From an optimization exercise on the open Yosys and OpenROAD flow, aimed at small area and a short achievable clock period; shortcuts taken in it are not production practice.
Function was checked by simulation only, so behaviour that the tests miss may differ from the original.
Power and IR drop assume default switching activity.

== job 101 ==
Design cpu, start of the top module:
module cpu (
  input clk, rst,
  output [15:0] MeAaddr, Baddr,
  output [15:0] MeMemResult,
  output [1:0] MeMemControl,
  input [15:0] AmemRead, BmemRead,
  output [175:0] registerValue
);
Size in the first run: roughly 2,100 cells after synthesis, about 260 I/O pins, roughly 17,000 µm² of cells after synthesis.
Settings: LEC_CHECK=0, CAP_MARGIN=20, CORE_MARGIN=2, CORE_UTILIZATION=55, SETUP_SLACK_MARGIN=5, SLEW_MARGIN=20, SYNTH_HIERARCHICAL=1; clock period 10.5 ns.
standard.sh (not shown) runs the stock make flow with config.mk's settings and CLKGATE_MAP_FILE= SYNTH_SCRIPT=/design/flow/synth_recipe.tcl, a recipe that flattens the netlist after the stock synthesis.
==> flow/flow/run.sh <==
#!/bin/bash
# The standard layout with these changes to how it is made:
# - synthesis maps with an area-leaning ABC script (flow/abc_speed.script, put in
#   place of ORFS's in a copy of its scripts folder); everything else in synthesis
#   is ORFS's own, so the registers are the standard synthesis's;
# - the smallest buffer (buf_1) on the ports;
# - clock tree synthesis without dummy loads;
# - timing repair free to resize a cell into one of another footprint.
set -euo pipefail
rm -rf myscripts
cp -r "$FLOW_HOME/scripts" myscripts
cp flow/abc_speed.script myscripts/abc_speed.script
bash standard.sh "SCRIPTS_DIR=$PWD/myscripts" \
  "BUFFER_PORTS_ARGS=-buffer_cell sky130_fd_sc_hd__buf_1" \
  "CTS_ARGS=-sink_clustering_enable -repair_clock_nets -dont_use_dummy_load" \
  "MATCH_CELL_FOOTPRINT=0" finish > make.log 2>&1
==> flow/flow/abc_speed.script <==
&get -n
&st
&dch
&nf -R 100
&put
Relative to job 101, the following input files were edited for job 102:
--- a/flow/design.v
+++ b/flow/design.v
@@ -76,38 +76,43 @@
         5'b01100, 5'b01101:                                        
           begin xd = iflo[7:5]; yd = iflo[10:8]; zd = iflo[10:8]; end
         default: ;
       endcase
     5'b11110:
       if (iflo[0]) begin xd = iflo[10:8]; zd = 4'd8; end               
       else begin xd = 4'd8; zd = iflo[10:8]; end                     
     default: ;
   endcase
 end
-reg [3:0]  zi;              
+reg [9:0]  xoh;             
+reg [3:0]  yi, zi;          
 reg        jEqz, jNez, jTeqz, jTnez, jJr, jB;
 reg        fxE, fxM, fyE, fyM;  
 reg        aSub, aBy, aB4;      
 reg        tSlti, tSlt, tCmp;   
 reg  [15:0] exRes, meRes, exAddr, meAddr;
 reg  [3:0]  exZ;
 reg  [9:0]  meSel;          
 reg  [1:0]  exCtl, meCtl;
 reg         tf;
 always @(posedge clk or negedge rst)
   if (!rst) begin
+    xoh <= 10'd1;
+    yi <= 4'd0;
     zi <= 4'hf;
     {jEqz, jNez, jTeqz, jTnez, jJr, jB} <= 6'b000000;
     {fxE, fxM, fyE, fyM} <= 4'b0000;
     {aSub, aBy, aB4} <= 3'b000;
     {tSlti, tSlt, tCmp} <= 3'b000;
   end else begin
+    xoh <= 10'd1 << xd;
+    yi <= yd;
     zi <= zd;
     jEqz <= jc == EQZ;
     jNez <= jc == NEZ;
     jTeqz <= jc == TEQZ;
     jTnez <= jc == TNEZ;
     jJr <= jc == JUMP;
     jB <= jc == DB;
     fxE <= xd == zi;
     fxM <= xd == exZ;
     fyE <= yd == zi;
@@ -125,49 +130,45 @@
 genvar i;
 generate
   for (i = 0; i < 10; i = i + 1) begin : regs
     assign rv[i] = meSel[i] ? meVal : q[i];
     always @(posedge clk)
       q[i] <= rv[i];
   end
 endgenerate
 assign registerValue = {rv[0], rv[1], rv[2], rv[3], rv[4], rv[5], rv[6], rv[7],
                         rv[8], rv[9], 16'h0000};
-reg [15:0] rx, ry;
+reg [15:0] qx, qy;
+reg        qxZero;
+integer k;
 always @(*) begin
-  rx = 16'h0000;
-  ry = 16'h0000;
-  case (xd)
-    4'd0: rx = rv[0]; 4'd1: rx = rv[1]; 4'd2: rx = rv[2]; 4'd3: rx = rv[3];
-    4'd4: rx = rv[4]; 4'd5: rx = rv[5]; 4'd6: rx = rv[6]; 4'd7: rx = rv[7];
-    4'd8: rx = rv[8]; 4'd9: rx = rv[9];
+  qx = 16'h0000;
+  qy = 16'h0000;
+  qxZero = 1'b0;
+  for (k = 0; k < 10; k = k + 1) begin
+    qx = qx | ({16{xoh[k]}} & q[k]);
+    qxZero = qxZero | (xoh[k] & ~|q[k]);
+  end
+  case (yi)
+    4'd0: qy = q[0]; 4'd1: qy = q[1]; 4'd2: qy = q[2]; 4'd3: qy = q[3];
+    4'd4: qy = q[4]; 4'd5: qy = q[5]; 4'd6: qy = q[6]; 4'd7: qy = q[7];
+    4'd9: qy = q[9];
     default: ;
   endcase
-  case (yd)
-    4'd0: ry = rv[0]; 4'd1: ry = rv[1]; 4'd2: ry = rv[2]; 4'd3: ry = rv[3];
-    4'd4: ry = rv[4]; 4'd5: ry = rv[5]; 4'd6: ry = rv[6]; 4'd7: ry = rv[7];
-    4'd9: ry = rv[9];
-    default: ;
-  endcase
-end
-reg [15:0] qx, qy;
-always @(posedge clk) begin
-  qx <= rx;
-  qy <= ry;
 end
 wire useAm = fxM & ~fxE & meCtl[1];
 wire [15:0] opXEarly = fxE ? exRes : fxM ? meRes : qx;
 wire [15:0] opX = useAm ? AmemRead : opXEarly;
 wire [15:0] opY = fyE ? exRes : fyM ? meVal : qy;
 wire [15:0] sext8 = {{8{lo[7]}}, lo[7:0]};
 wire [15:0] sext11 = {{5{lo[10]}}, lo[10:0]};
-wire earlyZero = fxE ? ~|exRes : fxM ? ~|meRes : ~|qx;
+wire earlyZero = fxE ? ~|exRes : fxM ? ~|meRes : qxZero;
 wire xZero;
 zeroSelect xZeroSelect (
   .am(AmemRead),
   .useAm(useAm),
   .early(earlyZero),
   .zero(xZero)
 );
 wire tTake = (jTeqz & ~tf) | (jTnez & tf) | jJr | jB;
 wire takeZ = tTake | jEqz;      
 wire takeNz = tTake | jNez;     
Notes after the runs:
Compared with job 101, job 102 shows net switching power that has gone up slightly.
On delay of the slowest critical-path stage: job 102 sits below job 101.
The final estimated routing congestion in global placement in job 102 sits 2.2% above the value recorded for job 101.
Total area of multi-input combinational cells delta (job 101 -> job 102): insignificant
Job 102 ended with less combinational share of power than job 101.
Compared to job 101, job 102 was floorplanned on a smaller die.
On non-clock buffer count: between job 101 and job 102, it ends up higher for job 101.
Summary: with job 101 as the reference, maximum frequency in job 102 moved up slightly.
Timing, DRC, antenna: 0 failures across job 101 and job 102

re-timing with driven ports:
In the flow no input, the clock included, has a driving cell. The finished layouts below were timed again as built, in two steps. Step 1, drivers: a clkbuf_16 drives clk and a buf_2 each remaining input, both assumed. Step 2 moves the port delays by t, midway between the first and last clock arrival at a register: inputs arrive t later, outputs are due t later. That takes back most of the time a late clock gives input paths. Three values: ideal, step 1, step 2; two values: the first two.
run | t (ns) | setup WS [ns] | hold slack, ns | latest minus earliest clock arrival (ns) | worst slew at a driven data input, ns
job 101 | 0.559 | 4.481 / 4.434 / 4.434 | 0.325 / 0.325 / 0.325 | 0.071 / 0.070 | 0.07
job 102 | 0.579 | 4.510 / 4.486 / 4.281 | 0.323 / 0.323 / 0.323 | 0.051 / 0.051 | 0.09
After both steps every run listed still meets setup and hold. The setup slack of job 102, which loses most, moves by -0.024 ns with the drivers and by -0.229 ns with both steps.
